Context: an optimization exercise on an open-source flow, tuned for a short achievable clock period. The choices shown serve that exercise and are no tape-out recipe. RTL that was checked went through simulation tests only; none was proved equivalent to the original.

==> flow/design.v <==
`timescale              1ns/1ps
`default_nettype        none
module EF_PSRAM_CTRL_ahbl (
    input   wire            HCLK,
    input   wire            HRESETn,
    input   wire            HSEL,
    input   wire [31:0]     HADDR,
    input   wire [31:0]     HWDATA,
    input   wire [1:0]      HTRANS,
    input   wire [2:0]      HSIZE,
    input   wire            HWRITE,
    input   wire            HREADY,
    output  wire            HREADYOUT,
    output  wire [31:0]     HRDATA,
    output  wire            sck,
    output  wire            ce_n,
    input   wire [3:0]      din,
    output  wire [3:0]      dout,
    output  wire [3:0]      douten
);
    reg         busy;            
    reg         hro;             
    reg         act;             
    reg         ce_r;            
    reg         sck_i;           
    reg         sck_r;           
    reg [4:0]   cnt;             
    reg [4:0]   last;            
    reg         wr;              
    reg [23:0]  asr;             
    reg [3:0]   dout_r;
    reg         douten_r;
    reg [31:0]  rdata;
    wire        ahb_addr_phase  = HTRANS[1] & HSEL & HREADY;
    wire        shift           = busy & sck_i;
    wire        done            = (cnt == last);
    always @(posedge HCLK or negedge HRESETn)
        if(!HRESETn) begin
            busy    <= 1'b0;
            hro     <= 1'b0;
            act     <= 1'b0;
            ce_r    <= 1'b0;
        end else begin
            busy    <= busy ? ~done : ahb_addr_phase;
            hro     <= hro  ? ~done : ahb_addr_phase;
            act     <= hro;
            ce_r    <= busy;
        end
    always @(posedge HCLK) begin
        sck_i   <= act & ~sck_i;
        sck_r   <= act & ~sck_r;
        cnt     <= (busy & act) ? cnt + {4'b0, sck_i} : 5'd0;
    end
    always @(posedge HCLK)
        if(~busy) begin
            wr      <= HWRITE;
            last    <= HWRITE ? ((HSIZE == 3'd0) ? 5'd15 : (HSIZE == 3'd1) ? 5'd17 : 5'd21)
                              : ((HSIZE == 3'd0) ? 5'd22 : (HSIZE == 3'd1) ? 5'd24 : 5'd28);
            asr     <= {HADDR[3:0], HADDR[7:4], HADDR[11:8],
                        HADDR[15:12], HADDR[19:16], HADDR[23:20]};
        end else if(shift & (cnt >= 5'd7))
            asr     <= {4'h0, asr[23:4]};
    wire [7:0]  cmd     = wr ? 8'h38 : 8'heb;
    wire [2:0]  cmd_i   = 3'd6 - cnt[2:0];
    wire [2:0]  wd_i    = cnt[2:0] + 3'd3;
    wire [3:0]  wd_nib  = HWDATA[{wd_i[2:1], ~wd_i[0], 2'b00} +: 4];
    reg  [3:0]  nxt;
    always @(posedge HCLK)
        nxt <= (cnt < 5'd7)  ? {3'b000, cmd[cmd_i]} :
               (cnt < 5'd13) ? asr[3:0] : wd_nib;
    wire        ld      = ~act;
    wire        sh      = act & shift;
    wire        keep    = act & ~shift;
    wire        den_clr = sh & ~wr & (cnt == 5'd13);
    always @(posedge HCLK) begin
        dout_r   <= ({4{ld}} & {3'b000, ~wr}) | ({4{sh}} & nxt) | ({4{keep}} & dout_r);
        douten_r <= ld | (douten_r & ~den_clr);
    end
    genvar i;
    generate
        for(i = 0; i < 4; i = i + 1) begin : g_byte
            wire cap = shift & ~wr & (cnt[4:1] == 4'd10 + i);
            always @(posedge HCLK)
                rdata[i*8 +: 8] <= ({8{cap}} & {rdata[i*8 +: 4], din}) | ({8{~cap}} & rdata[i*8 +: 8]);
        end
    endgenerate
    assign HREADYOUT    = ~hro;
    assign HRDATA       = rdata;
    assign sck          = sck_r;
    assign ce_n         = ~ce_r;
    assign dout         = dout_r;
    assign douten       = {4{douten_r}};
endmodule
Settings: LEC_CHECK=0, CAP_MARGIN=20, CORE_MARGIN=2, CORE_UTILIZATION=40, CTS_BUF_LIST=sky130_fd_sc_hd__clkbuf_16, SETUP_SLACK_MARGIN=2.5, SLEW_MARGIN=20; clock period 3.5 ns.
run.sh (not shown) runs the stock make flow with config.mk's settings and CLKGATE_MAP_FILE= SYNTH_SCRIPT=/design/flow/synth_recipe.tcl, a recipe that flattens the netlist after the stock synthesis.
The first run finished with timing, DRC and antenna clean.
Next try:
--- a/flow/design.v
+++ b/flow/design.v
@@ -27,13 +27,15 @@
     reg [4:0]   cnt;             
     reg [4:0]   last;            
     reg         wr;              
     reg [23:0]  asr;             
     reg [3:0]   dout_r;
     reg         douten_r;
-    reg [31:0]  rdata;
+    reg [2:0]   wd_i;            
+    reg [31:0]  rdata;           
+    reg [31:0]  hrdata_r;        
     wire        ahb_addr_phase  = HTRANS[1] & HSEL & HREADY;
     wire        shift           = busy & sck_i;
     wire        done            = (cnt == last);
     always @(posedge HCLK or negedge HRESETn)
         if(!HRESETn) begin
             busy    <= 1'b0;
@@ -47,25 +49,25 @@
             ce_r    <= busy;
         end
     always @(posedge HCLK) begin
         sck_i   <= act & ~sck_i;
         sck_r   <= act & ~sck_r;
         cnt     <= (busy & act) ? cnt + {4'b0, sck_i} : 5'd0;
+        wd_i    <= (busy & act) ? wd_i + {2'b0, sck_i} : 3'd3;
     end
     always @(posedge HCLK)
         if(~busy) begin
             wr      <= HWRITE;
             last    <= HWRITE ? ((HSIZE == 3'd0) ? 5'd15 : (HSIZE == 3'd1) ? 5'd17 : 5'd21)
                               : ((HSIZE == 3'd0) ? 5'd22 : (HSIZE == 3'd1) ? 5'd24 : 5'd28);
             asr     <= {HADDR[3:0], HADDR[7:4], HADDR[11:8],
                         HADDR[15:12], HADDR[19:16], HADDR[23:20]};
         end else if(shift & (cnt >= 5'd7))
             asr     <= {4'h0, asr[23:4]};
     wire [7:0]  cmd     = wr ? 8'h38 : 8'heb;
     wire [2:0]  cmd_i   = 3'd6 - cnt[2:0];
-    wire [2:0]  wd_i    = cnt[2:0] + 3'd3;
     wire [3:0]  wd_nib  = HWDATA[{wd_i[2:1], ~wd_i[0], 2'b00} +: 4];
     reg  [3:0]  nxt;
     always @(posedge HCLK)
         nxt <= (cnt < 5'd7)  ? {3'b000, cmd[cmd_i]} :
                (cnt < 5'd13) ? asr[3:0] : wd_nib;
     wire        ld      = ~act;
@@ -78,16 +80,19 @@
     end
     genvar i;
     generate
         for(i = 0; i < 4; i = i + 1) begin : g_byte
             wire cap = shift & ~wr & (cnt[4:1] == 4'd10 + i);
             always @(posedge HCLK)
-                rdata[i*8 +: 8] <= ({8{cap}} & {rdata[i*8 +: 4], din}) | ({8{~cap}} & rdata[i*8 +: 8]);
+                if(cap)
+                    rdata[i*8 +: 8] <= {rdata[i*8 +: 4], din};
         end
     endgenerate
+    always @(posedge HCLK)
+        hrdata_r <= rdata;
     assign HREADYOUT    = ~hro;
-    assign HRDATA       = rdata;
+    assign HRDATA       = hrdata_r;
     assign sck          = sck_r;
     assign ce_n         = ~ce_r;
     assign dout         = dout_r;
     assign douten       = {4{douten_r}};
 endmodule
Worst hold slack loses 0.081 ns. Core utilization rises by 0.57 points. Sequential share of layout area rises by 2.5 points. Count of clock-buffer cells in the layout rises by 9. Setup slack is about the same. Clock skew rises by 0.0047 ns.
Function not checked in the second run of this note: the RTL went through the layout flow alone.

==> separate check: timing with driven ports <==
The results above use ideal ports. As a check the final layouts listed here were re-extracted and re-timed, cells and wires unchanged. Step 1: set_driving_cell puts a clkbuf_16 on HCLK and a buf_2 on each other input, an assumption about the parent block. Step 2 adds t to the input delays and takes it off the output delays; t is the mean of the earliest and latest rising clock arrival at the registers after step 1. Input paths then give back, and output paths get back, about the clock's delay inside the block. a / b / c = no drivers / after step 1 / after step 2; a / b = the first two.
| run | t, ns | setup slack, ns | hold slack, ns | latest minus earliest clock arrival (ns) | worst register clock-pin slew, ns |
|---|---|---|---|---|---|
| the first run | 0.369 | 1.849 / 1.849 / 1.500 | 0.418 / 0.418 / 0.418 | 0.007 / 0.007 | 0.06 / 0.06 |
| the second run | 0.438 | 1.850 / 1.810 / 1.616 | 0.337 / 0.337 / 0.337 | 0.012 / 0.012 | 0.06 / 0.06 |
After both steps setup and hold are still met in every run listed. The setup slack of the first run, which loses most, moves by 0.000 ns with the drivers and by -0.349 ns with both steps.
